Source: an optimization exercise on an open RTL-to-GDS flow (aim: small area and a short achievable clock period). Production flows keep margins and buffers that such runs may drop.
In this exercise RTL edits were held to simulation tests only and were not proved equivalent to the original.
Power is estimated from default activity; no workload was simulated.

[flow/config.mk]
export PLATFORM = sky130hd
export DESIGN_NAME = cpu
export DESIGN_NICKNAME = cpu
export VERILOG_FILES = /design/flow/design.v
export SDC_FILE = /design/flow/constraint.sdc
export NUM_CORES = 4
export LEC_CHECK = 0
export ABC_CLOCK_PERIOD_IN_PS = 10000
export CAP_MARGIN = 20
export CORE_MARGIN = 2
export CORE_UTILIZATION = 40
export CTS_BUF_LIST = sky130_fd_sc_hd__clkbuf_8
export CTS_CLUSTER_SIZE = 20
export SLEW_MARGIN = 20
export SYNTH_HIERARCHICAL = 1
[flow/constraint.sdc]
create_clock -name core_clock -period 15.0 [get_ports {clk}]
set_input_delay 3.0000 -clock core_clock [delete_from_list [all_inputs] [get_ports {clk}]]
set_output_delay 3.0000 -clock core_clock [all_outputs]
set_load 0.01 [all_outputs]
[flow/design.v]
module ksadd(
    input [31:0] a,
    input [31:0] b,
    output [31:0] y
    );
    wire [31:0] gn, pn, x, c;
    genvar i;
    generate
        for (i = 0; i < 32; i = i + 1) begin : g_in
            nand2g G(.a(a[i]), .b(b[i]), .y(gn[i]));
            nor2g  P(.a(a[i]), .b(b[i]), .y(pn[i]));
            xor2g  X(.a(a[i]), .b(b[i]), .y(x[i]));
        end
        assign y[0] = x[0];
        for (i = 1; i < 32; i = i + 1) begin : g_s
            xor2g S(.a(x[i]), .b(c[i - 1]), .y(y[i]));
        end
    endgenerate
    ksprefix K(.gn(gn), .pn(pn), .c(c));
endmodule
module ksaddc(
    input [31:0] a,
    input [31:0] b,
    input cin,
    output [31:0] y,
    output cout,
    output [31:0] gn,    
    output [31:0] pn,    
    output [31:0] x      
    );
    wire [31:0] c;
    genvar i;
    generate
        wire g0n, p0n;
        majn M0(.a(a[0]), .b(b[0]), .c(cin), .y(g0n));
        nand2g G0(.a(a[0]), .b(b[0]), .y(gn[0]));
        nor2g  P0(.a(a[0]), .b(b[0]), .y(pn[0]));
        xor2g X0(.a(a[0]), .b(b[0]), .y(x[0]));
        for (i = 1; i < 32; i = i + 1) begin : g_in
            nand2g G(.a(a[i]), .b(b[i]), .y(gn[i]));
            nor2g  P(.a(a[i]), .b(b[i]), .y(pn[i]));
            xor2g  X(.a(a[i]), .b(b[i]), .y(x[i]));
        end
        xor2g S0(.a(x[0]), .b(cin), .y(y[0]));
        for (i = 1; i < 32; i = i + 1) begin : g_s
            xor2g S(.a(x[i]), .b(c[i - 1]), .y(y[i]));
        end
    endgenerate
    ksprefix K(.gn({gn[31:1], g0n}), .pn({pn[31:1], 1'b1}), .c(c));
    assign cout = c[31];
endmodule
module ksprefix(
    input [31:0] gn,
    input [31:0] pn,
    output [31:0] c
    );
    wire [31:0] g [0:5];
    wire [31:0] p [0:5];
    wire [31:0] gf;      
    wire [31:0] gfi;     
    assign g[0] = gn;
    assign p[0] = pn;
    genvar i, l;
    generate
        for (l = 0; l < 5; l = l + 1) begin : g_lv
            for (i = 0; i < 32; i = i + 1) begin : g_n
                if (i >= (1 << l)) begin : g_node
                    wire glo;
                    if (l == 0 || (i - (1 << l)) >= (1 << (l - 1))) begin : g_dir
                        assign glo = g[l][i - (1 << l)];
                    end else if ((LV(i - (1 << l)) % 2) == (l % 2)) begin : g_same
                        assign glo = gf[i - (1 << l)];
                    end else begin : g_inv
                        assign glo = gfi[i - (1 << l)];
                    end
                    if (l % 2 == 0) begin : g_e
                        oai21g GG(.a(g[l][i]), .b(p[l][i]), .c(glo), .y(g[l+1][i]));
                        nor2g  PP(.a(p[l][i]), .b(p[l][i - (1 << l)]), .y(p[l+1][i]));
                    end else begin : g_o
                        aoi21g GG(.a(g[l][i]), .b(p[l][i]), .c(glo), .y(g[l+1][i]));
                        nand2g PP(.a(p[l][i]), .b(p[l][i - (1 << l)]), .y(p[l+1][i]));
                    end
                end else begin : g_none
                    assign g[l+1][i] = 1'b0;
                    assign p[l+1][i] = 1'b0;
                end
            end
        end
        for (i = 0; i < 32; i = i + 1) begin : g_f
            assign gf[i] = g[LV(i)][i];
            invg GI(.a(gf[i]), .y(gfi[i]));
            if (LV(i) % 2 == 1) begin : g_hi
                assign c[i] = gf[i];
            end else begin : g_lo
                assign c[i] = gfi[i];
            end
        end
    endgenerate
    function integer LV(input integer n);
        begin
            if (n == 0) LV = 0;
            else if (n < 2) LV = 1;
            else if (n < 4) LV = 2;
            else if (n < 8) LV = 3;
            else if (n < 16) LV = 4;
            else LV = 5;
        end
    endfunction
endmodule
module invg(input a, output y);
    assign y = ~a;
endmodule
module nand2g(input a, input b, output y);
    assign y = ~(a & b);
endmodule
module nor2g(input a, input b, output y);
    assign y = ~(a | b);
endmodule
module xor2g(input a, input b, output y);
    assign y = a ^ b;
endmodule
module aoi21g(input a, input b, input c, output y);
    assign y = ~(a | (b & c));
endmodule
module oai21g(input a, input b, input c, output y);
    assign y = ~(a & (b | c));
endmodule
module majn(input a, input b, input c, output y);
    assign y = ~((a & b) | (a & c) | (b & c));
endmodule
module shifter(
    input [31:0] a,
    input left,
    input [4:0] sh,
    input f,
    output [31:0] y
    );
    wire [31:0] s0, s1, s2, s3, s4;
    genvar i;
    generate
        for (i = 0; i < 32; i = i + 1) begin : g_m
            mux2ig M0(.a(a[i]),  .b(a[31 - i]), .s(left), .y(s0[i]));
            mux2ig M1(.a(s0[i]), .b(i + 1  < 32 ? s0[(i + 1) % 32]  : ~f), .s(sh[0]), .y(s1[i]));
            mux2ig M2(.a(s1[i]), .b(i + 2  < 32 ? s1[(i + 2) % 32]  :  f), .s(sh[1]), .y(s2[i]));
            mux2ig M3(.a(s2[i]), .b(i + 4  < 32 ? s2[(i + 4) % 32]  : ~f), .s(sh[2]), .y(s3[i]));
            mux2ig M4(.a(s3[i]), .b(i + 8  < 32 ? s3[(i + 8) % 32]  :  f), .s(sh[3]), .y(s4[i]));
            mux2ig M5(.a(s4[i]), .b(i + 16 < 32 ? s4[(i + 16) % 32] : ~f), .s(sh[4]), .y(y[i]));
        end
    endgenerate
endmodule
module mux2ig(input a, input b, input s, output y);
    assign y = ~(s ? b : a);
endmodule
module registers(
    input clk,
    input [4:0] rs1,
    input [4:0] rs2,
    input [4:0] rd,
    input we,
    input [31:0] wdata,
    output [31:0] rv1,
    output [31:0] rv2
    );
    wire [31:0] rf [1:31];
    wire [31:0] sel1, sel2, selw;
    dec5 D1(.a(rs1), .y(sel1));
    dec5 D2(.a(rs2), .y(sel2));
    dec5 DW(.a(rd), .y(selw));
    wire [31:0] we_n = ~({32{we}} & selw);
    genvar i;
    generate
        for (i = 1; i < 32; i = i + 1) begin : g_wr
            regword W(.clk(clk), .we(we & selw[i]), .hold(we_n[i]), .d(wdata), .q(rf[i]));
        end
    endgenerate
    genvar b;
    generate
        for (b = 0; b < 32; b = b + 1) begin : g_rd
            wire [30:0] col;
            for (i = 1; i < 32; i = i + 1) begin : g_col
                assign col[i - 1] = rf[i][b];
            end
            rdbit R1(.d(col), .s(sel1[31:1]), .y(rv1[b]));
            rdbit R2(.d(col), .s(sel2[31:1]), .y(rv2[b]));
        end
    endgenerate
endmodule
module rdbit(
    input [30:0] d,
    input [30:0] s,
    output y
    );
    wire [3:0] u;
    wire [1:0] vn;
    rdgrp8 G0(.d(d[7:0]),   .s(s[7:0]),   .y(u[0]));
    rdgrp8 G1(.d(d[15:8]),  .s(s[15:8]),  .y(u[1]));
    rdgrp8 G2(.d(d[23:16]), .s(s[23:16]), .y(u[2]));
    rdgrp7 G3(.d(d[30:24]), .s(s[30:24]), .y(u[3]));
    nor2g  V0(.a(u[0]), .b(u[1]), .y(vn[0]));
    nor2g  V1(.a(u[2]), .b(u[3]), .y(vn[1]));
    nand2g Y(.a(vn[0]), .b(vn[1]), .y(y));
endmodule
module rdgrp8(
    input [7:0] d,
    input [7:0] s,
    output y
    );
    assign y = |(d & s);
endmodule
module rdgrp7(
    input [6:0] d,
    input [6:0] s,
    output y
    );
    assign y = |(d & s);
endmodule
module regword(
    input clk,
    input we,
    input hold,
    input [31:0] d,
    output reg [31:0] q
    );
    always @(posedge clk)
        q <= ({32{we}} & d) | ({32{hold}} & q);
endmodule
module dec5(
    input [4:0] a,
    output [31:0] y
    );
    wire [4:0] an;
    wire [7:0] hin;      
    wire [3:0] lon;      
    genvar i;
    generate
        for (i = 0; i < 5; i = i + 1) begin : g_inv
            invg I(.a(a[i]), .y(an[i]));
        end
        for (i = 0; i < 8; i = i + 1) begin : g_hi
            nand3g H(.a(i & 4 ? a[4] : an[4]), .b(i & 2 ? a[3] : an[3]), .c(i & 1 ? a[2] : an[2]), .y(hin[i]));
        end
        for (i = 0; i < 4; i = i + 1) begin : g_lo
            nand2g L(.a(i & 2 ? a[1] : an[1]), .b(i & 1 ? a[0] : an[0]), .y(lon[i]));
        end
        for (i = 0; i < 32; i = i + 1) begin : g_y
            nor2g Y(.a(hin[i / 4]), .b(lon[i % 4]), .y(y[i]));
        end
    endgenerate
endmodule
module nand3g(input a, input b, input c, output y);
    assign y = ~(a & b & c);
endmodule
module cpu (
    input clk,
    input reset,
    output [31:0] iaddr,
    input [31:0] idata,
    output [31:0] daddr,
    input [31:0] drdata,
    output [31:0] dwdata,
    output [3:0] dwe
);
    wire [6:0] op = idata[6:0];
    wire [2:0] f3 = idata[14:12];
    wire is_load   = ~op[6] & ~op[5] & ~op[4];
    wire is_store  = ~op[6] &  op[5] & ~op[4];
    wire is_branch =  op[6] & ~op[2];
    wire is_jal    =  op[6] &  op[3];
    wire is_jalr   =  op[6] &  op[2] & ~op[3];
    wire is_lui    = ~op[6] &  op[5] &  op[2];
    wire is_auipc  = ~op[6] & ~op[5] &  op[2];
    wire regwrite  = ~is_branch & ~is_store;
    wire s = idata[31];
    wire [31:0] imm_i  = {{20{s}}, idata[31:20]};
    wire [31:0] imm_ls = {{20{s}}, idata[31:25], is_store ? idata[11:7] : idata[24:20]};
    wire [31:0] imm_u  = {idata[31:12], 12'b0};
    wire [31:0] imm_b  = {{20{s}}, idata[7], idata[30:25], idata[11:8], 1'b0};
    wire [31:0] imm_j  = {{12{s}}, idata[19:12], idata[20], idata[30:21], 1'b0};
    wire [31:0] imm_pc = op[6] ? (op[2] ? imm_j : imm_b) : imm_u;    
    reg [31:1] pc;
    assign iaddr = {pc, 1'b0};
    wire [31:0] rv1, rv2;
    reg [31:0] wdata;
    registers REGISTERS(
        .clk(clk), .rs1(idata[19:15]), .rs2(idata[24:20]), .rd(idata[11:7]),
        .we(regwrite), .wdata(wdata), .rv1(rv1), .rv2(rv2)
    );
    wire [31:0] agu;
    ksadd AGU(.a(rv1), .b(imm_ls), .y(agu));
    assign daddr = agu;
    wire [31:0] a = rv1;
    wire [31:0] b = op[5] ? rv2 : imm_i;
    wire sub = op[6] | (~f3[2] & f3[1]) | ((f3 == 3'b000) & op[5] & idata[30]);
    wire [32:0] sum;
    wire [31:0] gn, pn, x;
    ksaddc ADDSUB(.a(a), .b(b ^ {32{sub}}), .cin(sub), .y(sum[31:0]), .cout(sum[32]),
                  .gn(gn), .pn(pn), .x(x));
    wire eq  = &x;               
    wire ltu = ~sum[32];
    wire lt  = (a[31] ^ b[31]) ? a[31] : sum[31];
    wire [31:0] sh, srev;
    shifter SHIFT(.a(a), .left(~f3[2]), .sh(b[4:0]), .f(idata[30] & a[31]), .y(sh));
    genvar i;
    generate
        for (i = 0; i < 32; i = i + 1) begin : g_rev
            assign srev[i] = sh[31 - i];
        end
    endgenerate
    reg [31:0] aluout;
    always @(*) begin
        case (f3)
            3'b000: aluout = sum[31:0];
            3'b001: aluout = srev;
            3'b010: aluout = {31'b0, lt};
            3'b011: aluout = {31'b0, ltu};
            3'b100: aluout = x;
            3'b101: aluout = sh;
            3'b110: aluout = ~pn;
            default: aluout = ~gn;
        endcase
    end
    wire [31:0] pc4 = {pc[31:2] + 30'd1, pc[1], 1'b0};
    wire [31:0] pcimm = {pc, 1'b0} + imm_pc;
    wire taken = (f3[2] ? (f3[1] ? ltu : lt) : eq) ^ f3[0];
    wire [31:0] npc = is_jalr ? agu : ((is_jal | (is_branch & taken)) ? pcimm : pc4);
    always @(posedge clk) begin
        if (reset) pc <= 31'b0;
        else pc <= npc[31:1];
    end
    wire [1:0] ea = agu[1:0];
    wire [7:0] lb = ea[1] ? (ea[0] ? drdata[31:24] : drdata[23:16])
                          : (ea[0] ? drdata[15:8]  : drdata[7:0]);
    wire [15:0] lh = ea[1] ? drdata[31:16] : drdata[15:0];
    wire hmis = f3[0] & ea[0];
    wire lsign = ~f3[2] & ~hmis & (f3[0] ? lh[15] : lb[7]);
    wire [31:0] ld;
    assign ld[7:0]   = f3[1] ? drdata[7:0]   : (f3[0] ? (hmis ? 8'b0 : lh[7:0])  : lb);
    assign ld[15:8]  = f3[1] ? drdata[15:8]  : (f3[0] ? (hmis ? 8'b0 : lh[15:8]) : {8{lsign}});
    assign ld[31:16] = f3[1] ? drdata[31:16] : {16{lsign}};
    always @(*) begin
        if (is_load) wdata = ld;
        else if (is_lui) wdata = imm_u;
        else if (is_auipc) wdata = pcimm;
        else if (op[6]) wdata = pc4;           
        else wdata = aluout;
    end
    assign dwdata[7:0]   = rv2[7:0];
    assign dwdata[15:8]  = ea[0] ? rv2[7:0] : rv2[15:8];
    assign dwdata[23:16] = ea[1] ? rv2[7:0] : rv2[23:16];
    assign dwdata[31:24] = ea[1] ? (ea[0] ? rv2[7:0] : rv2[15:8]) : rv2[31:24];
    wire a0 = (ea == 2'b00);
    assign dwe[0] = is_store & a0;
    assign dwe[1] = is_store & ((f3[1] | f3[0]) ? a0 : (ea == 2'b01));
    assign dwe[2] = is_store & (f3[1] ? a0 : (ea == 2'b10));
    assign dwe[3] = is_store & (f3[1] ? a0 : (f3[0] ? (ea == 2'b10) : (ea == 2'b11)));
endmodule
[flow/flow/run.sh]
#!/bin/bash
# Layout flow: the standard ORFS flow (standard.sh, unchanged synthesis,
# floorplan, power grid, placement, CTS and routing), run with a larger setup
# repair margin so that timing repair keeps improving the critical paths, and
# with buf_2 cells as the port buffers. The make output goes to orfs_make.log;
# each ORFS step keeps its own log under orfs/logs/.
set -euo pipefail
bash standard.sh \
    SETUP_SLACK_MARGIN=5.8 \
    "BUFFER_PORTS_ARGS=-buffer_cell sky130_fd_sc_hd__buf_2" \
    finish > orfs_make.log 2>&1
[flow/standard.sh]
#!/bin/bash
# synth_recipe.tcl (not shown) runs the flow's synth.tcl, then flattens the netlist and writes it again
# the make line also repeats each setting of config.mk as NAME=value (left out here)
make -C /OpenROAD-flow-scripts/flow DESIGN_CONFIG=/design/flow/config.mk WORK_HOME=/design/flow/orfs CLKGATE_MAP_FILE= SYNTH_SCRIPT=/design/flow/synth_recipe.tcl "${@:-finish}"
==> results.toml, run 1 <==
[critical_path]
arrival_ns = 6.38
end_kind = "output port"
cp_max_fo = 32
start_kind = "input port"
required_ns = 12.00
criticalPathCategory = "in2out"
crit_start = "idata[24]"
r2r-start = "REGISTERS.g_wr[4].W.q[4]"

[cts]
cts_buffers = 173
clk_transition_reported_paths_ns = 0.06
cts_num_sinks = 1023
htree_levels = 4
clk_path_buf_depth = 3
clkLatencyLatePin_ns = 0.95
root_buffer = "clkbuf_8"
cts_tree = "yes"

[cells_and_area]
nets = 6427
drive_above_1_share = 0.221
nFillCells = 13000
areaGrowthSynthToFinish_pct = 19.5

[floorplan]
pin_count = 166
die_w_um = 376
core_area_mm2 = 0.137
initial_utilization = 0.403
fp.dieH_um = 376
fp-row-count = 136
die_area_mm2 = 0.142

[logic_synthesis]
syn_inst = 5950
yosysWarnings = 10
avgSynthCellArea_um2 = 9.32
synth_area_mm2 = 0.0554

[timing]
finalHoldViolCount = 0
max-slew-margin-rel = 0.138
setup_viol = 0
period_needed_ns = 9.38
worst_pin_slew_ns = 1.29
rsz0062_at_grt = "yes"
drv_slew = 0
fin_crit_sh = 0.625
fmax_ghz = 0.107
hold_slack_ns = 0.493
finClkSkew_ns = 0.0558
tns_ns = 0

[placed_design]
gp_congestion = 1.08
dpl.hpwl_um = 172000
numPortBuffers = 162

[route]
ant_nets = 0
wl_per_cell_um = 33.9
dr.pass1.iters = 14
vias = 58300
drc_errors = 0
avgViaCountPerCell = 7.05
drt_iter0_drc = 9793
routed_wirelength_um = 280000

[power]
combinationalPowerShare = 0.343
p_total_w = 0.00999
clkPwrFrac = 0.262
p_sw_frac = 0.397
p_int_w = 0.00602
vdd_drop_max_v = 0.0000814
seq_power_share = 0.395
p_per_area_mw_per_mm2 = 151
p_sw_w = 0.00397
p_leak_nw = 26.2

[global_routing]
grt_overflow_total = 0
grt.total_usage = 0.371
grt_pass1_vias = 52800
grt_max_degree = 68
antenna_found_initial = 14
grt_pass1_wl_um = 385000

[run_status]
status = "finished clean"

[worst_hold_path]
holdCritStartpoint = "REGISTERS.g_wr[8].W.q[20]"
hp-class = "reg2reg"

[flow_run]
drv_cap = 0
## routing by layer
| layer | vias up | share of wire | global-route usage |
|---|---|---|---|
| met1 | 28300 | 0.38 | 0.477 |
| li1 | 24400 | - | - |
| met4 | 20 | 0.080 | 0.259 |
| met2 | 4531 | 0.40 | 0.518 |
| met5 | - | 0.00057 | 0 |
| met3 | 982 | 0.14 | 0.123 |
## through the flow
step / setup slack, ns / util / std cells / cell area, um^2
floorplan: 5.80 / - / 5950 / 55900
detailed placement: 3.85 / 0.423 / 7786 / 58100
global placement: 3.89 / 0.423 / 7786 / 58100
global route: 5.65 / 0.482 / 8264 / 66200
finish: 5.62 / 0.482 / 8265 / 66200
CTS: 5.72 / 0.469 / 8200 / 64500
## critical path: stages
cell and delay [ns]:
buf_2 0.32, inv_1 0.19, nand3_1 0.29, nor2_4 0.04, buf_4 0.31, a22oi_1 0.29, nand4_1 0.30, nor2_1 0.54
nand2_1 0.49, mux2_2 0.41, buf_2 0.14
## cell usage in the layout, fill, tap and decap left out, types with 31 or more instances in the layout
master       n
a22o_2      63
nor2_4     155
clkbuf_8   216
ha_1        31
mux2_2      32
a222oi_1    64
buf_6       35
nand2_1    338
nor2_1     298
a21oi_1    147
and2_1      47
a21oi_2     97
nand4_1    206
buf_4      262
buf_12      35
dfxtp_1   1023
o21ai_0     93
mux2i_1    247
inv_1      119
nand3_1    110
xor2_1     153
nor2_2      53
o21ai_2     37
a22oi_1    865
o21ai_1    106
a22o_1     930
buf_2      149
nor3_1      36
a22oi_2     38
## state kept, by name, summed over array words and instances (netlist names)
register            count
pc                     31
REGISTERS.g_wr.W.q    992
## layout make-up
type | count | area [um^2] | share of cell area
Antenna cell | 2 | 5.00 | 0.0000755
Sequential cell | 1023 | 20500 | 0.309
Clock buffer | 216 | 2970 | 0.0449
Tap cell | 1794 | 2240 | 0.0339
Multi-Input combinational cell | 4554 | 35300 | 0.533
Timing Repair Buffer | 506 | 4350 | 0.0657
Clock inverter | 99 | 581 | 0.00876
Inverter | 71 | 285 | 0.00431
## timing repair
item	4_1_cts	5_1_grt
hold endpoints to repair	0	0
setup buffers	92	53
hold buffers	0	0
pin swaps	117	153
cloned	7	10
resized for setup	447	222
setup endpoints to repair	568	646
## final timing paths
kind | end | slack (ns) | depth (start not counted)
setup / recovery | dwdata[19] | 5.62 | 11
hold / removal | REGISTERS.g_wr[8].W.q[20] | 0.49 | 1
setup reg to reg | pc[15] | 8.61 | 22
hold reg to reg | REGISTERS.g_wr[8].W.q[20] | 0.49 | 1
## power by group through the flow
stage	clock network (W)	registers (W)	logic (W)
after global routing	0.00274	0.00402	0.00354
after CTS	0.00262	0.00391	0.00314
final	0.00261	0.00395	0.00343
after floorplan	0	0.00384	0.00187
after global placement	0	0.00393	0.00287
after detailed placement	0	0.00395	0.00290
==> inputs of run 2 (changes only) <==
--- a/flow/config.mk
+++ b/flow/config.mk
@@ -9,5 +9,5 @@
 export CAP_MARGIN = 20
 export CORE_MARGIN = 2
-export CORE_UTILIZATION = 40
+export CORE_UTILIZATION = 50
 export CTS_BUF_LIST = sky130_fd_sc_hd__clkbuf_8
 export CTS_CLUSTER_SIZE = 20
==> results.toml, run 2 <==
[route]
ant_nets = 0
avgViaCountPerCell = 7.34
drt_iter0_drc = 9737
vias = 58900
dr.pass1.iters = 9
wl_per_cell_um = 36.6
drc_errors = 0
routed_wirelength_um = 293000

[critical_path]
r2r-start = "REGISTERS.g_wr[11].W.q[3]"
start_kind = "input port"
r2r_cells = 23
slowest_stage = "nand4_1"
path_cells = "buf_12, clkinvlp_4, nand2_8, buf_12, buf_12, nor2_4, buf_12, a22oi_2, nand4_1, nor2_2, nand2_2, buf_12, nor2_4, nor2_2, a21oi_2, o21ai_1, a21oi_2, o21ai_2, xor2_2, buf_2"
rrSetupSlack_ns = 8.62
end_kind = "output port"
reg2reg_to = "REGISTERS.g_wr[8].W.q[24]"
critical-path-max-stage-delay_ns = 0.50
crit_start = "idata[16]"
criticalPathCategory = "in2out"
cp_max_fo = 7
arrival_ns = 6.48
endpoint = "daddr[31]"
required_ns = 12.00
cp_common_cell = "buf_12"

[power]
clkPwrFrac = 0.257
combinationalPowerShare = 0.362
p_leak_nw = 26.9
p_int_w = 0.00624
p_sw_w = 0.00412
seq_power_share = 0.382
vdd_drop_max_v = 0.000101
p_sw_frac = 0.398
p_per_area_mw_per_mm2 = 154

[logic_synthesis]
synth_area_mm2 = 0.0554
syn_inst = 5950
yosysWarnings = 10
avgSynthCellArea_um2 = 9.32

[placed_design]
dpl.hpwl_um = 179000
gp_congestion = 1.06
dp.cells = 7482
numPortBuffers = 162
pre_cts_ws_ns = 3.80

[timing]
max-slew-margin-rel = 0.135
worst_slack_ns = 5.52
finalHoldViolCount = 0
period_needed_ns = 9.48
rsz0062_at_grt = "yes"
fin_crit_sh = 0.632
drv_slew = 0
worst_pin_slew_ns = 1.30
fmax_ghz = 0.105
finClkSkew_ns = 0.0360
tns_ns = 0
setup_viol = 0

[cts]
cts_tree = "yes"
root_buffer = "clkbuf_8"
htree_levels = 4
clkLatencyLatePin_ns = 0.93
clk_path_buf_depth = 3
cts_buffers = 171
clk_transition_reported_paths_ns = 0.06
cts_num_sinks = 1023
postCtsHoldBufs = 0

[cells_and_area]
largest_reg_flops = 992
final_cell_mix = "dfxtp_1 (1,023), a22o_1 (930), a22oi_1 (863), nand2_1 (328), buf_4 (309)"
nets = 6499
regMostFlops = "REGISTERS.g_wr.W.q"
layout_commonest_cell = "dfxtp_1"
drive_above_1_share = 0.241
areaGrowthSynthToFinish_pct = 21.7
fin_cells = 8028
top_regs = "REGISTERS.g_wr.W.q x992, pc x31"
final_util = 0.611

[run_status]
status = "finished clean"

[floorplan]
fp-row-count = 122
pin_count = 166
fp.dieH_um = 337
die_area_mm2 = 0.114
core_area_mm2 = 0.110
die_w_um = 337
initial_utilization = 0.502

[worst_hold_path]
hp-class = "reg2reg"
holdPathStages = 1

[global_routing]
grt_pass1_vias = 53400
grt_pass1_wl_um = 402000
antenna_found_initial = 14
grt.total_usage = 0.492
grt_max_degree = 63
grt_overflow_total = 0

[flow_run]
drv_cap = 0
==> run 2: worst min path at each step <==
stage / from / endpoint
after floorplan: REGISTERS.g_wr[25].W.q[10] / REGISTERS.g_wr[25].W.q[10]
after global placement: REGISTERS.g_wr[25].W.q[26] / REGISTERS.g_wr[25].W.q[26]
after detailed placement: REGISTERS.g_wr[24].W.q[27] / REGISTERS.g_wr[24].W.q[27]
after CTS: REGISTERS.g_wr[24].W.q[3] / REGISTERS.g_wr[24].W.q[3]
after global routing: REGISTERS.g_wr[7].W.q[20] / REGISTERS.g_wr[7].W.q[20]
final: REGISTERS.g_wr[2].W.q[27] / REGISTERS.g_wr[2].W.q[27]
==> run 2: area by class of cell <==
class,instances,area [um^2]
fill,9610,42900
multi-input combinational,4556,35900
sequential,1023,20500
timing repair buffer,578,5310
clock buffer,224,3080
tap,1488,1860
clock inverter,82,534
inverter,71,299
antenna,6,15.0
==> run 2: metal layers <==
layer	GRT usage	wire length (um)	vias up
li1	-	-	24600
met1	0.636	109000	28600
met2	0.671	116000	4690
met3	0.194	45200	955
met4	0.330	23400	4
met5	0	23	-
==> run 2: through the flow <==
step | total power [W] | hold slack (ns) | instance area [um^2]
after floorplan | 0.00571 | 0.461 | 55900
after global placement | 0.00689 | 0.474 | 57800
after detailed placement | 0.00693 | 0.478 | 57800
after CTS | 0.00996 | 0.497 | 66000
after global routing | 0.0107 | 0.509 | 67400
final | 0.0104 | 0.495 | 67500
==> run 2: timing repair <==
action,CTS,global route
gates cloned,13,9
resized for setup,644,172
setup endpoints to repair,1000,717
pin swaps,198,107
buffers inserted,167,45
==> run 2: power groups by stage <==
stage	sequential, W	clock [W]	combinational (W)
2_1_floorplan	0.00384	0	0.00187
3_3_place_gp	0.00394	0	0.00295
3_5_place_dp	0.00396	0	0.00298
4_1_cts	0.00392	0.00265	0.00338
5_1_grt	0.00403	0.00278	0.00385
6_report	0.00395	0.00266	0.00375
==> run 2: worst max-delay path: cells and delay by family <==
kind | cells | cell delay, ns
and+or+nand+nor | 7 | 1.51
xor gates and xnor gates | 1 | 0.27
AOI/OAI and AO/OA | 5 | 0.63
buffers and inverters | 7 | 1.03
==> inputs of run 3 (changes only) <==
--- a/flow/flow/run.sh
+++ b/flow/flow/run.sh
@@ -7,5 +7,5 @@
 set -euo pipefail
 bash standard.sh \
-    SETUP_SLACK_MARGIN=5.8 \
+    SETUP_SLACK_MARGIN=5.5 \
     "BUFFER_PORTS_ARGS=-buffer_cell sky130_fd_sc_hd__buf_2" \
     finish > orfs_make.log 2>&1
--- a/flow/config.mk
+++ b/flow/config.mk
@@ -7,9 +7,9 @@
 export LEC_CHECK = 0
 export ABC_CLOCK_PERIOD_IN_PS = 10000
-export CAP_MARGIN = 20
+export CAP_MARGIN = 10
 export CORE_MARGIN = 2
-export CORE_UTILIZATION = 50
+export CORE_UTILIZATION = 40
 export CTS_BUF_LIST = sky130_fd_sc_hd__clkbuf_8
 export CTS_CLUSTER_SIZE = 20
-export SLEW_MARGIN = 20
+export SLEW_MARGIN = 10
 export SYNTH_HIERARCHICAL = 1
==> results.toml, run 3 <==
[logic_synthesis]
avgSynthCellArea_um2 = 9.32
yosysWarnings = 10
synth_area_mm2 = 0.0554
syn_inst = 5950

[cts]
postCtsHoldBufs = 0
cts_tree = "yes"
cts_buffers = 172
cts_num_sinks = 1023
root_buffer = "clkbuf_8"
clk_path_buf_depth = 3
clk_transition_reported_paths_ns = 0.05
htree_levels = 4
clkLatencyLatePin_ns = 0.96

[critical_path]
start_kind = "input port"
slowest_stage = "nor2_1"
criticalPathCategory = "in2out"
arrival_ns = 6.66
end_kind = "output port"
path_cells = "buf_2, inv_1, nand3_1, nor2_4, buf_4, a22oi_1, nand4_1, nor2_1, nand2_1, mux2_2, mux2_2, buf_2"
required_ns = 12.00
critical-path-max-stage-delay_ns = 0.69
cp_max_fo = 32

[route]
avgViaCountPerCell = 7.06
dr.pass1.iters = 7
vias = 57800
drt_iter0_drc = 9971
ant_nets = 0
wl_per_cell_um = 34.5
drc_errors = 0
routed_wirelength_um = 282000

[floorplan]
initial_utilization = 0.403
die_area_mm2 = 0.142
core_area_mm2 = 0.137
pin_count = 166
fp.dieH_um = 376
die_w_um = 376
fp-row-count = 136

[placed_design]
gp_congestion = 1.09
dp.cells = 7800
dpl.hpwl_um = 177000
place_area_mm2 = 0.0582
pre_cts_ws_ns = 3.79
numPortBuffers = 162

[cells_and_area]
regMostFlops = "REGISTERS.g_wr.W.q"
layout_commonest_cell = "dfxtp_1"
final_area_mm2 = 0.0642
largest_reg_flops = 992
nets = 6351
drive_above_1_share = 0.192
final_cell_mix = "dfxtp_1 (1,023), a22o_1 (931), a22oi_1 (891), nand2_1 (347), nor2_1 (341)"
fin_cells = 8183
nFillCells = 13300
top_regs = "REGISTERS.g_wr.W.q x992, pc x31"
areaGrowthSynthToFinish_pct = 15.8

[global_routing]
grt_pass1_wl_um = 392000
antenna_found_initial = 15
grt_pass1_vias = 52800
grt_max_degree = 68
grt_overflow_total = 0
grt.total_usage = 0.380

[timing]
fin_crit_sh = 0.644
drv_slew = 0
worst_slack_ns = 5.34
rsz0062_at_grt = "yes"
fmax_ghz = 0.104
worst_pin_slew_ns = 1.19
tns_ns = 0
period_needed_ns = 9.66
finClkSkew_ns = 0.0777
finalHoldViolCount = 0
max-slew-margin-rel = 0.204
setup_viol = 0
hold_slack_ns = 0.496

[power]
p_per_area_mw_per_mm2 = 154
vdd_drop_max_v = 0.0000687
p_leak_nw = 25.4

[flow_run]
drv_cap = 0

[run_status]
status = "finished clean"

[worst_hold_path]
hp-class = "reg2reg"
[run 3: power breakdown]
group	internal, W	switching, W	total (W)	leakage [nW]
logic	0.00116	0.00209	0.00325	14.9
clock network	0.00142	0.00125	0.00268	2.06
registers	0.00340	0.000542	0.00394	8.48
[run 3: cell type report]
cell class | count | area, um^2 | area share
Inverter | 71 | 285 | 0.00444
Clock buffer | 223 | 3070 | 0.0478
Timing Repair Buffer | 433 | 3130 | 0.0488
Antenna cell | 6 | 15.0 | 0.000234
Multi-Input combinational cell | 4552 | 34400 | 0.536
Tap cell | 1794 | 2240 | 0.0350
Clock inverter | 81 | 553 | 0.00862
Sequential cell | 1023 | 20500 | 0.319
[run 3: what timing repair did]
action	CTS	global route
pin swaps	47	58
buffers inserted	42	27
endpoints found under the setup margin	218	584
gates cloned	3	1
resized for setup	258	133
[run 3: metrics by stage]
step           total power [W]   util
6_report               0.00986  0.467
5_1_grt                 0.0102  0.467
4_1_cts                0.00963  0.461
3_5_place_dp           0.00687  0.424
3_3_place_gp           0.00682  0.424
2_1_floorplan          0.00571      -
[run 3: metal layers]
metal	vias up	global-route usage	routed length, um
li1	24300	-	-
met1	28100	0.491	109000
met2	4406	0.522	112000
met3	933	0.138	39000
met4	16	0.256	22000
met5	-	0	280
[run 3: path summary, 6_finish.rpt]
check / startpoint / endpoint / slack (ns) / depth (start not counted)
hold reg to reg: REGISTERS.g_wr[8].W.q[13] / REGISTERS.g_wr[8].W.q[13] / 0.50 / 1
setup / recovery: idata[24] / dwdata[24] / 5.34 / 12
hold / removal: REGISTERS.g_wr[8].W.q[13] / REGISTERS.g_wr[8].W.q[13] / 0.50 / 1
setup reg to reg: REGISTERS.g_wr[4].W.q[31] / REGISTERS.g_wr[8].W.q[18] / 8.30 / 16
[run 3: worst max-delay path, delay by kind of cell]
family,cells,cell delay [ns]
AND/OR/NAND/NOR,5,1.81
multiplexers,2,0.65
buffers and inverters,4,0.90
AO/OA/AOI/OAI,1,0.26
==> inputs of run 4 (changes only) <==
--- a/flow/design.v
+++ b/flow/design.v
@@ -346,7 +346,7 @@
     end
     assign dwdata[7:0]   = rv2[7:0];
-    assign dwdata[15:8]  = ea[0] ? rv2[7:0] : rv2[15:8];
-    assign dwdata[23:16] = ea[1] ? rv2[7:0] : rv2[23:16];
-    assign dwdata[31:24] = ea[1] ? (ea[0] ? rv2[7:0] : rv2[15:8]) : rv2[31:24];
+    assign dwdata[15:8]  = (f3[1:0] == 2'b00) ? rv2[7:0] : rv2[15:8];
+    assign dwdata[23:16] = f3[1] ? rv2[23:16] : rv2[7:0];
+    assign dwdata[31:24] = f3[1] ? rv2[31:24] : (f3[0] ? rv2[15:8] : rv2[7:0]);
     wire a0 = (ea == 2'b00);
     assign dwe[0] = is_store & a0;
--- a/flow/flow/run.sh
+++ b/flow/flow/run.sh
@@ -7,5 +7,5 @@
 set -euo pipefail
 bash standard.sh \
-    SETUP_SLACK_MARGIN=5.5 \
+    SETUP_SLACK_MARGIN=5.8 \
     "BUFFER_PORTS_ARGS=-buffer_cell sky130_fd_sc_hd__buf_2" \
     finish > orfs_make.log 2>&1
--- a/flow/config.mk
+++ b/flow/config.mk
@@ -7,9 +7,9 @@
 export LEC_CHECK = 0
 export ABC_CLOCK_PERIOD_IN_PS = 10000
-export CAP_MARGIN = 10
+export CAP_MARGIN = 20
 export CORE_MARGIN = 2
 export CORE_UTILIZATION = 40
 export CTS_BUF_LIST = sky130_fd_sc_hd__clkbuf_8
 export CTS_CLUSTER_SIZE = 20
-export SLEW_MARGIN = 10
+export SLEW_MARGIN = 20
 export SYNTH_HIERARCHICAL = 1
==> results.toml, run 4 <==
[run_status]
status = "finished clean"

[global_routing]
grt.total_usage = 0.386
grt_max_degree = 68
antenna_found_initial = 20
grt_overflow_total = 0
grt_pass1_vias = 53200
grt_pass1_wl_um = 399000

[placed_design]
dpl.hpwl_um = 179000
gp_congestion = 1.07
numPortBuffers = 162

[critical_path]
endpoint = "daddr[30]"
rrSetupSlack_ns = 8.78
criticalPathCategory = "in2out"
r2r_cells = 21
crit_start = "idata[18]"
required_ns = 12.00
reg2reg_to = "REGISTERS.g_wr[4].W.q[28]"
r2r-start = "REGISTERS.g_wr[4].W.q[31]"
cp_max_fo = 8
arrival_ns = 6.45
start_kind = "input port"
end_kind = "output port"

[cells_and_area]
largest_reg_flops = 992
final_util = 0.481
regMostFlops = "REGISTERS.g_wr.W.q"
layout_commonest_cell = "dfxtp_1"
final_cell_mix = "dfxtp_1 (1,023), a22o_1 (933), a22oi_1 (884), nor2_1 (349), nand2_1 (323)"
areaGrowthSynthToFinish_pct = 19.3
drive_above_1_share = 0.224
top_regs = "REGISTERS.g_wr.W.q x992, pc x31"
nets = 6447

[floorplan]
pin_count = 166
core_area_mm2 = 0.137
fp-row-count = 136
die_area_mm2 = 0.142
fp.dieH_um = 376
die_w_um = 376
initial_utilization = 0.403

[route]
vias = 58300
wl_met1_um = 108000
wl_per_cell_um = 34.6
highest_layer = "met5"
dr.pass1.iters = 11
drt_iter0_drc = 9433
drc_errors = 0
avgViaCountPerCell = 7.04
routed_wirelength_um = 287000
met3WireLength_um = 41200
wl_met2_um = 114000
ant_nets = 0

[timing]
setup_viol = 0
tns_ns = 0
fmax_ghz = 0.106
drv_slew = 0
rsz0062_at_grt = "yes"
finClkSkew_ns = 0.0767
max-slew-margin-rel = 0.137
fin_crit_sh = 0.630
finalHoldViolCount = 0
period_needed_ns = 9.45
worst_pin_slew_ns = 1.29

[cts]
cts_num_sinks = 1023
clk_path_buf_depth = 3
clk_transition_reported_paths_ns = 0.05
clkLatencyLatePin_ns = 0.95
root_buffer = "clkbuf_8"
cts_buffers = 173
postCtsHoldBufs = 0
cts_tree = "yes"
htree_levels = 4

[logic_synthesis]
synth_area_mm2 = 0.0554
avgSynthCellArea_um2 = 9.33
yosysWarnings = 10
syn_inst = 5938

[power]
p_per_area_mw_per_mm2 = 150
vdd_drop_max_v = 0.0000957
p_leak_nw = 26.2
p_total_w = 0.00994

[flow_run]
drv_cap = 0

[worst_hold_path]
hp-class = "reg2reg"
==> run 4: worst min-delay path by stage <==
stage,cells after the start,from,end
CTS,1,REGISTERS.g_wr[24].W.q[21],REGISTERS.g_wr[24].W.q[21]
global placement,1,REGISTERS.g_wr[25].W.q[2],REGISTERS.g_wr[25].W.q[2]
global route,1,REGISTERS.g_wr[24].W.q[15],REGISTERS.g_wr[24].W.q[15]
finish,1,REGISTERS.g_wr[10].W.q[7],REGISTERS.g_wr[10].W.q[7]
detailed placement,1,REGISTERS.g_wr[25].W.q[20],REGISTERS.g_wr[25].W.q[20]
floorplan,1,REGISTERS.g_wr[25].W.q[10],REGISTERS.g_wr[25].W.q[10]
==> run 4: final cells by class <==
cell class	count	area, um^2
sequential	1023	20500
timing repair buffer	533	4530
antenna	10	25.0
clock inverter	78	497
fill	13100	71400
tap	1794	2240
multi-input combinational	4535	34900
clock buffer	223	3070
inverter	83	344
==> run 4: per-layer routing <==
| layer | vias up | global-route usage |
|---|---|---|
| li1 | 24500 | - |
| met3 | 1055 | 0.146 |
| met2 | 4388 | 0.532 |
| met4 | 22 | 0.255 |
| met1 | 28300 | 0.497 |
| met5 | - | 0 |
==> run 4: repair_timing <==
item,in CTS,in global routing
hold endpoints to repair,0,0
buffers inserted,125,46
cloned,14,0
endpoints found under the setup margin,1038,893
gates resized for setup,425,194
pin swaps,116,95
==> run 4: where the power goes <==
part	switching, W	internal, W	leakage, nW
logic	0.00215	0.00124	15.7
clock network	0.00125	0.00139	2.01
registers	0.000533	0.00338	8.48
==> run 4: through the flow <==
stage	instances	cell area [um^2]	hold slack (ns)	setup WS [ns]
after floorplan	5938	55700	0.461	5.81
after global placement	7780	58100	0.475	3.67
after detailed placement	7782	58200	0.477	3.65
after CTS	8222	64800	0.497	5.75
after global routing	8272	66100	0.509	5.59
final	8279	66100	0.495	5.55
==> run 4: worst max-delay path, cell delays in order <==
cell	delay, ns
buf_16	0.11
clkinvlp_4	0.21
nand3_4	0.25
nor2_4	0.11
bufbuf_16	0.30
a22oi_2	0.16
nand4_1	0.33
nor2_4	0.50
nand2_8	0.12
nor2_4	0.17
nor2_2	0.09
a21oi_2	0.21
o21ai_2	0.10
a21oi_2	0.16
o21ai_2	0.12
xor2_2	0.15
buf_4	0.18
buf_2	0.14
==> inputs of run 5 (changes only) <==
--- a/flow/flow/run.sh
+++ b/flow/flow/run.sh
@@ -7,5 +7,5 @@
 set -euo pipefail
 bash standard.sh \
-    SETUP_SLACK_MARGIN=5.8 \
+    SETUP_SLACK_MARGIN=5.5 \
     "BUFFER_PORTS_ARGS=-buffer_cell sky130_fd_sc_hd__buf_2" \
     finish > orfs_make.log 2>&1
--- a/flow/config.mk
+++ b/flow/config.mk
@@ -7,9 +7,9 @@
 export LEC_CHECK = 0
 export ABC_CLOCK_PERIOD_IN_PS = 10000
-export CAP_MARGIN = 20
+export CAP_MARGIN = 10
 export CORE_MARGIN = 2
 export CORE_UTILIZATION = 40
 export CTS_BUF_LIST = sky130_fd_sc_hd__clkbuf_8
 export CTS_CLUSTER_SIZE = 20
-export SLEW_MARGIN = 20
+export SLEW_MARGIN = 10
 export SYNTH_HIERARCHICAL = 1
==> results.toml, run 5 <==
[run_status]
status = "finished clean"

[global_routing]
grt_max_degree = 63
grt.total_usage = 0.383
grt_pass1_vias = 52900
grt_overflow_total = 0
antenna_found_initial = 14
grt_pass1_wl_um = 395000

[cts]
cts_buffers = 173
clkLatencyLatePin_ns = 0.98
cts_tree = "yes"
htree_levels = 4
clk_transition_reported_paths_ns = 0.06
postCtsHoldBufs = 0
clk_path_buf_depth = 3
root_buffer = "clkbuf_8"
cts_num_sinks = 1023

[cells_and_area]
drive_above_1_share = 0.199
fin_cells = 8209
nets = 6368
top_regs = "REGISTERS.g_wr.W.q x992, pc x31"
areaGrowthSynthToFinish_pct = 16.4
layout_commonest_cell = "dfxtp_1"
final_cell_mix = "dfxtp_1 (1,023), a22o_1 (933), a22oi_1 (895), nor2_1 (386), nand2_1 (330)"
regMostFlops = "REGISTERS.g_wr.W.q"
largest_reg_flops = 992

[flow_run]
drv_cap = 0

[critical_path]
required_ns = 12.00
r2r_cells = 26
start_kind = "input port"
reg2reg_to = "REGISTERS.g_wr[1].W.q[27]"
end_kind = "output port"
cp_max_fo = 32
r2r-start = "REGISTERS.g_wr[1].W.q[0]"
criticalPathCategory = "in2out"
rrSetupSlack_ns = 8.43
arrival_ns = 6.63

[timing]
fin_crit_sh = 0.642
tns_ns = 0
finalHoldViolCount = 0
period_needed_ns = 9.63
max-slew-margin-rel = 0.148
fmax_ghz = 0.104
drv_slew = 0
worst_slack_ns = 5.37
finClkSkew_ns = 0.0698
rsz0062_at_grt = "yes"
worst_pin_slew_ns = 1.27
setup_viol = 0

[worst_hold_path]
hp-class = "reg2reg"
holdCritStartpoint = "REGISTERS.g_wr[23].W.q[30]"
holdPathStages = 1
hold_path_end = "REGISTERS.g_wr[23].W.q[30]"

[route]
avgViaCountPerCell = 7.04
routed_wirelength_um = 285000
dr.pass1.iters = 8
drt_iter0_drc = 9463
wl_per_cell_um = 34.8
drc_errors = 0
vias = 57800
ant_nets = 0

[placed_design]
dpl.hpwl_um = 178000
dp.cells = 7772
pre_cts_ws_ns = 3.62
gp_congestion = 1.06
numPortBuffers = 162

[logic_synthesis]
synth_area_mm2 = 0.0554
avgSynthCellArea_um2 = 9.33
yosysWarnings = 10
syn_inst = 5938

[power]
p_sw_frac = 0.399
vdd_drop_max_v = 0.000131
combinationalPowerShare = 0.332
seq_power_share = 0.399
p_int_w = 0.00590
clkPwrFrac = 0.269
p_per_area_mw_per_mm2 = 152
p_sw_w = 0.00391
p_leak_nw = 25.6

[floorplan]
pin_count = 166
fp.dieH_um = 376
die_w_um = 376
die_area_mm2 = 0.142
fp-row-count = 136
core_area_mm2 = 0.137
initial_utilization = 0.403
run 5: power groups by stage:
| stage | sequential (W) | combinational, W | clock, W |
|---|---|---|---|
| detailed placement | 0.00393 | 0.00289 | 0 |
| finish | 0.00391 | 0.00325 | 0.00264 |
| CTS | 0.00389 | 0.00303 | 0.00264 |
| floorplan | 0.00382 | 0.00182 | 0 |
| global placement | 0.00391 | 0.00286 | 0 |
| global route | 0.00399 | 0.00337 | 0.00276 |
run 5: metal layers:
| metal | routed length (um) | GRT usage | share of wire | vias to the layer above |
|---|---|---|---|---|
| li1 | - | - | - | 24400 |
| met1 | 109000 | 0.501 | 0.38 | 28200 |
| met2 | 114000 | 0.536 | 0.40 | 4318 |
| met3 | 38600 | 0.119 | 0.14 | 984 |
| met4 | 23800 | 0.260 | 0.083 | 6 |
| met5 | 34 | 0 | 0.00012 | - |
run 5: critical path, cell delays in order:
cell	delay [ns]
buf_12	0.15
clkinvlp_4	0.22
nand3_4	0.25
buf_6	0.14
nor2_4	0.03
buf_12	0.19
a22oi_1	0.16
nand4_1	0.36
nor2_4	0.38
nand2_8	0.15
nand2_2	0.20
o21ai_4	0.11
a21oi_2	0.20
buf_4	0.14
o21ai_2	0.09
a21oi_2	0.14
inv_1	0.08
xor2_2	0.35
buf_2	0.21
run 5: layout make-up:
cell class | count | area [um^2]
tap | 1794 | 2240
fill | 13300 | 73000
clock buffer | 215 | 2960
clock inverter | 97 | 636
multi-input combinational | 4534 | 34300
sequential | 1023 | 20500
inverter | 83 | 334
timing repair buffer | 455 | 3520
antenna | 8 | 20.0
run 5: worst max-delay path by stage:
| stage | slack, ns | cells after the start | start | to |
|---|---|---|---|---|
| 6_report | 5.37 | 19 | idata[18] | daddr[16] |
| 2_1_floorplan | 5.50 | 17 | idata[15] | dwe[3] |
| 3_5_place_dp | 3.62 | 15 | idata[15] | daddr[22] |
| 4_1_cts | 5.44 | 18 | idata[16] | daddr[26] |
| 3_3_place_gp | 3.58 | 15 | idata[15] | daddr[22] |
| 5_1_grt | 5.41 | 19 | idata[18] | daddr[16] |
run 5: stage by stage:
step                      hold slack (ns)  total power (W)   util  area [um^2]
final                               0.495          0.00981  0.469        64500
after CTS                           0.497          0.00956  0.462        63500
after floorplan                     0.461          0.00563      -        55500
after detailed placement            0.478          0.00681  0.422        58000
after global routing                0.511           0.0101  0.469        64500
after global placement              0.476          0.00677  0.422        58000
run 5: timing repair:
item | 4_1_cts | 5_1_grt
cloned | 7 | 2
hold endpoints to repair | 0 | 0
gates resized for setup | 266 | 157
setup endpoints to repair | 683 | 851
pin swaps | 71 | 82
setup buffers | 67 | 41
==> inputs of run 6 (changes only) <==
--- a/flow/design.v
+++ b/flow/design.v
@@ -346,7 +346,7 @@
     end
     assign dwdata[7:0]   = rv2[7:0];
-    assign dwdata[15:8]  = (f3[1:0] == 2'b00) ? rv2[7:0] : rv2[15:8];
-    assign dwdata[23:16] = f3[1] ? rv2[23:16] : rv2[7:0];
-    assign dwdata[31:24] = f3[1] ? rv2[31:24] : (f3[0] ? rv2[15:8] : rv2[7:0]);
+    assign dwdata[15:8]  = ea[0] ? rv2[7:0] : rv2[15:8];
+    assign dwdata[23:16] = ea[1] ? rv2[7:0] : rv2[23:16];
+    assign dwdata[31:24] = ea[1] ? (ea[0] ? rv2[7:0] : rv2[15:8]) : rv2[31:24];
     wire a0 = (ea == 2'b00);
     assign dwe[0] = is_store & a0;
==> flow/run.sh (new file) <==
#!/bin/bash
# synth_recipe.tcl (not shown) runs the flow's synth.tcl, then flattens the netlist and writes it again
# the make line also repeats each setting of config.mk as NAME=value (left out here)
make -C /OpenROAD-flow-scripts/flow DESIGN_CONFIG=/design/flow/config.mk WORK_HOME=/design/flow/orfs CLKGATE_MAP_FILE= SYNTH_SCRIPT=/design/flow/synth_recipe.tcl finish
--- a/flow/config.mk
+++ b/flow/config.mk
@@ -7,9 +7,9 @@
 export LEC_CHECK = 0
 export ABC_CLOCK_PERIOD_IN_PS = 10000
-export CAP_MARGIN = 10
+export CAP_MARGIN = 20
 export CORE_MARGIN = 2
 export CORE_UTILIZATION = 40
 export CTS_BUF_LIST = sky130_fd_sc_hd__clkbuf_8
-export CTS_CLUSTER_SIZE = 20
-export SLEW_MARGIN = 10
+export SETUP_SLACK_MARGIN = 5
+export SLEW_MARGIN = 20
 export SYNTH_HIERARCHICAL = 1
removed: flow/flow/run.sh
removed: flow/standard.sh
==> results.toml, run 6 <==
[critical_path]
r2r-start = "REGISTERS.g_wr[12].W.q[4]"
cp_common_cell = "o21ai_1"
critical-path-max-stage-delay_ns = 0.60
slowest_stage = "clkdlybuf4s50_1"
criticalPathCategory = "in2out"
arrival_ns = 7.08
r2r_cells = 21
end_kind = "output port"
start_kind = "input port"
required_ns = 12.00
crit_start = "idata[15]"
path_cells = "buf_8, clkinvlp_4, nand2_8, nor2_4, buf_8, a22oi_1, nand4_1, nor2_4, nand2_2, nor2_1, o21ai_1, a21oi_2, o21ai_1, a21oi_2, o21ai_1, xor2_2, clkdlybuf4s50_1"
cp_max_fo = 32

[flow_run]
drv_cap = 0

[cells_and_area]
final_area_mm2 = 0.0644
top_regs = "REGISTERS.g_wr.W.q x992, pc x31"
fin_cells = 8164
final_cell_mix = "dfxtp_1 (1,023), a22o_1 (930), a22oi_1 (901), nand2_1 (355), nor2_1 (340)"
largest_reg_flops = 992
nFillCells = 13300
drive_above_1_share = 0.165
nets = 6336
layout_commonest_cell = "dfxtp_1"
areaGrowthSynthToFinish_pct = 16.2
regMostFlops = "REGISTERS.g_wr.W.q"

[floorplan]
pin_count = 166
die_area_mm2 = 0.142
core_area_mm2 = 0.137
die_w_um = 376
fp.dieH_um = 376
fp-row-count = 136
initial_utilization = 0.403

[global_routing]
grt_pass1_vias = 52800
grt_overflow_total = 0
antenna_found_initial = 11
grt_pass1_wl_um = 383000
grt.total_usage = 0.368
grt_max_degree = 68

[placed_design]
place_area_mm2 = 0.0590
dp.cells = 7795
dpl.hpwl_um = 175000
numPortBuffers = 162
gp_congestion = 1.03
pre_cts_ws_ns = 2.85

[route]
ant_nets = 0
dr.pass1.iters = 9
vias = 57200
avgViaCountPerCell = 7.01
drt_iter0_drc = 9399
routed_wirelength_um = 274000
wl_per_cell_um = 33.5
drc_errors = 0

[logic_synthesis]
synth_area_mm2 = 0.0554
syn_inst = 5950
avgSynthCellArea_um2 = 9.32
yosysWarnings = 10

[run_status]
status = "finished clean"

[timing]
period_needed_ns = 10.08
finalHoldViolCount = 0
rsz0062_at_grt = "yes"
setup_viol = 0
max-slew-margin-rel = 0.226
drv_slew = 0
fmax_ghz = 0.0992
worst_slack_ns = 4.92
worst_pin_slew_ns = 1.16
tns_ns = 0
finClkSkew_ns = 0.0594
fin_crit_sh = 0.672

[worst_hold_path]
holdCritStartpoint = "REGISTERS.g_wr[13].W.q[10]"
hp-class = "reg2reg"
holdPathStages = 1

[cts]
root_buffer = "clkbuf_8"
cts_tree = "yes"
clk_path_buf_depth = 3
cts_buffers = 172
clk_transition_reported_paths_ns = 0.06
postCtsHoldBufs = 0
htree_levels = 4
cts_num_sinks = 1023
clkLatencyLatePin_ns = 0.97

[power]
p_total_w = 0.00982
p_leak_nw = 25.2
vdd_drop_max_v = 0.0000756
p_per_area_mw_per_mm2 = 153
## run 6: critical path: cells and delay by family
kind / cells / cell delay [ns]
xor gates and xnor gates: 1 / 0.27
buffers and inverters: 4 / 1.22
AOI/OAI and AO/OA: 6 / 0.97
and+or+nand+nor: 6 / 1.56
## run 6: metal layers
layer,part of all wire,track usage,vias up
met2,0.41,0.520,4324
met4,0.077,0.245,14
met3,0.14,0.124,907
li1,-,-,24200
met1,0.38,0.471,27700
met5,0.00094,0.00240,-
## run 6: per-stage QoR
stage                     hold slack (ns)  utilization
after detailed placement            0.478        0.429
final                               0.495        0.468
after global routing                0.504        0.468
after global placement              0.475        0.429
after floorplan                     0.461            -
after CTS                           0.496        0.464
## run 6: path summary, 6_finish.rpt
check                               endpoint  slack (ns)
hold reg to reg   REGISTERS.g_wr[13].W.q[10]        0.50
hold / removal    REGISTERS.g_wr[13].W.q[10]        0.50
setup reg to reg                      pc[20]        8.20
setup / recovery                   daddr[30]        4.92
## run 6: cell type report
cell class / instances / area [um^2] / share of cell area
antenna: 4 / 10.0 / 0.000155
clock buffer: 216 / 2970 / 0.0462
clock inverter: 86 / 551 / 0.00855
inverter: 71 / 274 / 0.00425
multi-input combinational: 4551 / 34100 / 0.529
sequential: 1023 / 20500 / 0.318
tap: 1794 / 2240 / 0.0349
timing repair buffer: 419 / 3780 / 0.0587
## run 6: report_power, final
group,total (W),leakage (nW),switching (W),internal [W]
clock,0.00262,1.98,0.00126,0.00136
combinational,0.00327,14.7,0.00205,0.00122
sequential,0.00394,8.48,0.000540,0.00340
## run 6: timing repair
item,4_1_cts,5_1_grt
resized for setup,266,108
hold endpoints to repair,0,0
cloned,2,1
setup buffers,45,14
setup endpoints to repair,670,433
pin swaps,38,59
==> inputs of run 7 (changes only) <==
--- a/flow/design.v
+++ b/flow/design.v
@@ -152,4 +152,22 @@
     assign y = ~(s ? b : a);
 endmodule
+module wbsel10(
+    input [9:0] s,
+    input [7:0] d,
+    input pn,
+    input gn,
+    output y
+    );
+    assign y = |(s[9:2] & d) | (s[1] & ~pn) | (s[0] & ~gn);
+endmodule
+module wbsel12(
+    input [11:0] s,
+    input [9:0] d,
+    input pn,
+    input gn,
+    output y
+    );
+    assign y = |(s[11:2] & d) | (s[1] & ~pn) | (s[0] & ~gn);
+endmodule
 module registers(
     input clk,
@@ -281,5 +299,5 @@
     assign iaddr = {pc, 1'b0};
     wire [31:0] rv1, rv2;
-    reg [31:0] wdata;
+    wire [31:0] wdata;
     registers REGISTERS(
         .clk(clk), .rs1(idata[19:15]), .rs2(idata[24:20]), .rd(idata[11:7]),
@@ -307,17 +325,4 @@
         end
     endgenerate
-    reg [31:0] aluout;
-    always @(*) begin
-        case (f3)
-            3'b000: aluout = sum[31:0];
-            3'b001: aluout = srev;
-            3'b010: aluout = {31'b0, lt};
-            3'b011: aluout = {31'b0, ltu};
-            3'b100: aluout = x;
-            3'b101: aluout = sh;
-            3'b110: aluout = ~pn;
-            default: aluout = ~gn;
-        endcase
-    end
     wire [31:0] pc4 = {pc[31:2] + 30'd1, pc[1], 1'b0};
     wire [31:0] pcimm = {pc, 1'b0} + imm_pc;
@@ -338,15 +343,25 @@
     assign ld[15:8]  = f3[1] ? drdata[15:8]  : (f3[0] ? (hmis ? 8'b0 : lh[15:8]) : {8{lsign}});
     assign ld[31:16] = f3[1] ? drdata[31:16] : {16{lsign}};
-    always @(*) begin
-        if (is_load) wdata = ld;
-        else if (is_lui) wdata = imm_u;
-        else if (is_auipc) wdata = pcimm;
-        else if (op[6]) wdata = pc4;           
-        else wdata = aluout;
-    end
+    wire is_op = ~op[6] & op[4] & ~op[2];    
+    wire [7:0] opsel = {8{is_op}} & (8'b1 << f3);
+    wire [11:0] wsel = {opsel[3], opsel[2],                        
+                        is_load, is_lui, is_auipc, op[6],          
+                        opsel[0], opsel[1], opsel[5], opsel[4], opsel[6], opsel[7]};
+    genvar k;
+    generate
+        for (k = 0; k < 32; k = k + 1) begin : g_wb
+            if (k == 0) begin : g_b0
+                wbsel12 W(.s(wsel), .d({ltu, lt, ld[k], imm_u[k], pcimm[k], pc4[k],
+                          sum[k], srev[k], sh[k], x[k]}), .pn(pn[k]), .gn(gn[k]), .y(wdata[k]));
+            end else begin : g_bn
+                wbsel10 W(.s(wsel[9:0]), .d({ld[k], imm_u[k], pcimm[k], pc4[k],
+                          sum[k], srev[k], sh[k], x[k]}), .pn(pn[k]), .gn(gn[k]), .y(wdata[k]));
+            end
+        end
+    endgenerate
     assign dwdata[7:0]   = rv2[7:0];
-    assign dwdata[15:8]  = ea[0] ? rv2[7:0] : rv2[15:8];
-    assign dwdata[23:16] = ea[1] ? rv2[7:0] : rv2[23:16];
-    assign dwdata[31:24] = ea[1] ? (ea[0] ? rv2[7:0] : rv2[15:8]) : rv2[31:24];
+    assign dwdata[15:8]  = (f3[1:0] == 2'b00) ? rv2[7:0] : rv2[15:8];
+    assign dwdata[23:16] = f3[1] ? rv2[23:16] : rv2[7:0];
+    assign dwdata[31:24] = f3[1] ? rv2[31:24] : (f3[0] ? rv2[15:8] : rv2[7:0]);
     wire a0 = (ea == 2'b00);
     assign dwe[0] = is_store & a0;
==> flow/flow/run.sh (new file) <==
#!/bin/bash
# Layout flow: the standard ORFS flow (standard.sh, unchanged synthesis,
# floorplan, power grid, placement, CTS and routing), run with a larger setup
# repair margin so that timing repair keeps improving the critical paths, and
# with buf_2 cells as the port buffers. The make output goes to orfs_make.log;
# each ORFS step keeps its own log under orfs/logs/.
set -euo pipefail
bash standard.sh \
    SETUP_SLACK_MARGIN=5.5 \
    "BUFFER_PORTS_ARGS=-buffer_cell sky130_fd_sc_hd__buf_2" \
    finish > orfs_make.log 2>&1
==> flow/standard.sh (new file) <==
#!/bin/bash
# synth_recipe.tcl (not shown) runs the flow's synth.tcl, then flattens the netlist and writes it again
# the make line also repeats each setting of config.mk as NAME=value (left out here)
make -C /OpenROAD-flow-scripts/flow DESIGN_CONFIG=/design/flow/config.mk WORK_HOME=/design/flow/orfs CLKGATE_MAP_FILE= SYNTH_SCRIPT=/design/flow/synth_recipe.tcl "${@:-finish}"
--- a/flow/config.mk
+++ b/flow/config.mk
@@ -7,9 +7,9 @@
 export LEC_CHECK = 0
 export ABC_CLOCK_PERIOD_IN_PS = 10000
-export CAP_MARGIN = 20
+export CAP_MARGIN = 10
 export CORE_MARGIN = 2
 export CORE_UTILIZATION = 40
 export CTS_BUF_LIST = sky130_fd_sc_hd__clkbuf_8
-export SETUP_SLACK_MARGIN = 5
-export SLEW_MARGIN = 20
+export CTS_CLUSTER_SIZE = 20
+export SLEW_MARGIN = 10
 export SYNTH_HIERARCHICAL = 1
removed: flow/run.sh
==> results.toml, run 7 <==
[timing]
worst_pin_slew_ns = 1.17
fin_crit_sh = 0.649
finalHoldViolCount = 0
setup_viol = 0
drv_slew = 0
finClkSkew_ns = 0.0498
tns_ns = 0
rsz0062_at_grt = "yes"
max-slew-margin-rel = 0.217
fmax_ghz = 0.103
period_needed_ns = 9.74

[cells_and_area]
final_cell_mix = "dfxtp_1 (1,023), a22oi_1 (1,005), a22o_1 (965), nand2_1 (333), nor2_1 (290)"
layout_commonest_cell = "dfxtp_1"
final_util = 0.474
top_regs = "REGISTERS.g_wr.W.q x992, pc x31"
regMostFlops = "REGISTERS.g_wr.W.q"
drive_above_1_share = 0.208
areaGrowthSynthToFinish_pct = 17.4
nets = 6311
largest_reg_flops = 992

[route]
routed_wirelength_um = 301000
dr.pass1.iters = 12
drc_errors = 0
avgViaCountPerCell = 7.04
drt_iter0_drc = 8768
wl_per_cell_um = 36.9
vias = 57300
ant_nets = 0

[power]
p_per_area_mw_per_mm2 = 148
p_leak_nw = 25.8
vdd_drop_max_v = 0.000102

[critical_path]
r2r-start = "REGISTERS.g_wr[9].W.q[0]"
end_kind = "output port"
crit_start = "idata[21]"
criticalPathCategory = "in2out"
reg2reg_to = "pc[21]"
start_kind = "input port"
required_ns = 12.00
rrSetupSlack_ns = 8.46
cp_max_fo = 32
endpoint = "dwdata[30]"
r2r_cells = 24
arrival_ns = 6.74

[cts]
htree_levels = 4
clk_path_buf_depth = 3
cts_tree = "yes"
cts_num_sinks = 1023
clk_transition_reported_paths_ns = 0.06
cts_buffers = 172
root_buffer = "clkbuf_8"
postCtsHoldBufs = 0
clkLatencyLatePin_ns = 0.97

[logic_synthesis]
synth_area_mm2 = 0.0549
avgSynthCellArea_um2 = 9.49
syn_inst = 5781
yosysWarnings = 10

[worst_hold_path]
holdPathStages = 1
hp-class = "reg2reg"

[placed_design]
gp_congestion = 1.04
dpl.hpwl_um = 193000
numPortBuffers = 162

[global_routing]
antenna_found_initial = 10
grt_pass1_wl_um = 407000
grt_pass1_vias = 51300
grt.total_usage = 0.404
grt_max_degree = 63
grt_overflow_total = 0

[floorplan]
core_area_mm2 = 0.136
pin_count = 166
fp.dieH_um = 374
die_w_um = 374
fp-row-count = 135
initial_utilization = 0.404
die_area_mm2 = 0.140

[run_status]
status = "finished clean"

[flow_run]
drv_cap = 0
==> run 7: stage by stage <==
step | instances | instance area [um^2] | worst slack, ns | hold slack, ns | power (W)
2_1_floorplan | 5795 | 55000 | 5.50 | 0.461 | 0.00532
3_3_place_gp | 7689 | 57600 | 3.60 | 0.475 | 0.00648
3_5_place_dp | 7692 | 57600 | 3.61 | 0.478 | 0.00651
4_1_cts | 8050 | 62800 | 5.45 | 0.497 | 0.00924
5_1_grt | 8134 | 64400 | 5.40 | 0.507 | 0.00979
6_report | 8141 | 64400 | 5.26 | 0.495 | 0.00952
==> run 7: critical path, stage by stage <==
cell and delay (ns):
buf_2 0.36, nand2_2 0.46, nor2_4 0.21, buf_4 0.47
a22oi_1 0.18, nand4_1 0.48, nor2_2 0.19, nand2_1 0.11
buf_4 0.26, mux2i_1 0.11, o21ai_1 0.54, buf_2 0.25
==> run 7: worst min path at each step <==
stage | to | slack, ns | startpoint
3_3_place_gp | REGISTERS.g_wr[25].W.q[28] | 0.47 | REGISTERS.g_wr[25].W.q[28]
6_report | REGISTERS.g_wr[18].W.q[10] | 0.50 | REGISTERS.g_wr[18].W.q[10]
2_1_floorplan | REGISTERS.g_wr[25].W.q[10] | 0.46 | REGISTERS.g_wr[25].W.q[10]
4_1_cts | REGISTERS.g_wr[29].W.q[1] | 0.50 | REGISTERS.g_wr[29].W.q[1]
3_5_place_dp | REGISTERS.g_wr[15].W.q[10] | 0.48 | REGISTERS.g_wr[15].W.q[10]
5_1_grt | REGISTERS.g_wr[2].W.q[23] | 0.51 | REGISTERS.g_wr[2].W.q[23]
==> run 7: where the power goes <==
part / internal, W / switching, W
clock: 0.00139 / 0.00127
combinational: 0.00104 / 0.00204
sequential: 0.00331 / 0.000471
==> run 7: per-layer routing <==
| layer | global-route usage | routed length [um] | up-vias |
|---|---|---|---|
| met3 | 0.126 | 39500 | 899 |
| li1 | - | - | 24000 |
| met5 | 0 | 155 | - |
| met2 | 0.577 | 122000 | 4458 |
| met1 | 0.525 | 116000 | 27900 |
| met4 | 0.253 | 22500 | 4 |
==> run 7: cell type report <==
class                           instances  area, um^2
Antenna cell                            8        20.0
Clock inverter                        106         739
Multi-Input combinational cell       4374       33400
Inverter                              147         577
Fill cell                           13300       71400
Timing Repair Buffer                  495        4100
Sequential cell                      1023       20500
Clock buffer                          207        2850
Tap cell                             1781        2230
==> run 7: what timing repair did <==
action                                  in CTS  in global routing
pin swaps                                   68                 95
endpoints found under the setup margin     183                139
buffers inserted                            39                 73
gates cloned                                 6                 10
resized for setup                          283                178

## port drivers added, routing unchanged
Ports are ideal in the flow. The routed layouts listed here were re-timed in OpenROAD.
Step 1, drivers: a clkbuf_16 drives clk and a buf_2 each remaining input, both assumed.
Step 2 times the ports against the registers' clock, not the clock port: input delays grow and output delays shrink by t, the midpoint of the rising clock arrivals with the driver on.
Slacks: ideal / step 1 / step 2; pairs: ideal / step 1.
| run | shift t [ns] | setup WS [ns] | hold slack, ns | clock arrival spread, ns | worst slew at a driven data input, ns |
|---|---|---|---|---|---|
| run 1 | 0.991 | 5.624 / 5.534 / 4.693 | 0.493 / 0.493 / 0.493 | 0.056 / 0.056 | 0.14 |
| run 2 | 0.992 | 5.515 / 5.427 / 4.663 | 0.495 / 0.495 / 0.495 | 0.036 / 0.036 | 0.15 |
| run 3 | 0.995 | 5.339 / 5.303 / 4.459 | 0.496 / 0.496 / 0.496 | 0.078 / 0.078 | 0.17 |
| run 4 | 0.989 | 5.549 / 5.460 / 4.940 | 0.495 / 0.495 / 0.495 | 0.077 / 0.076 | 0.16 |
| run 5 | 1.023 | 5.371 / 5.302 / 4.400 | 0.495 / 0.495 / 0.495 | 0.069 / 0.070 | 0.16 |
| run 6 | 1.016 | 4.920 / 4.854 / 4.161 | 0.495 / 0.495 / 0.495 | 0.059 / 0.059 | 0.06 |
| run 7 | 1.019 | 5.261 / 5.236 / 4.389 | 0.495 / 0.495 / 0.495 | 0.050 / 0.050 | 0.10 |
After both steps every run listed still meets setup and hold. The setup slack of run 5, which loses most, moves by -0.069 ns with the drivers and by -0.971 ns with both steps.
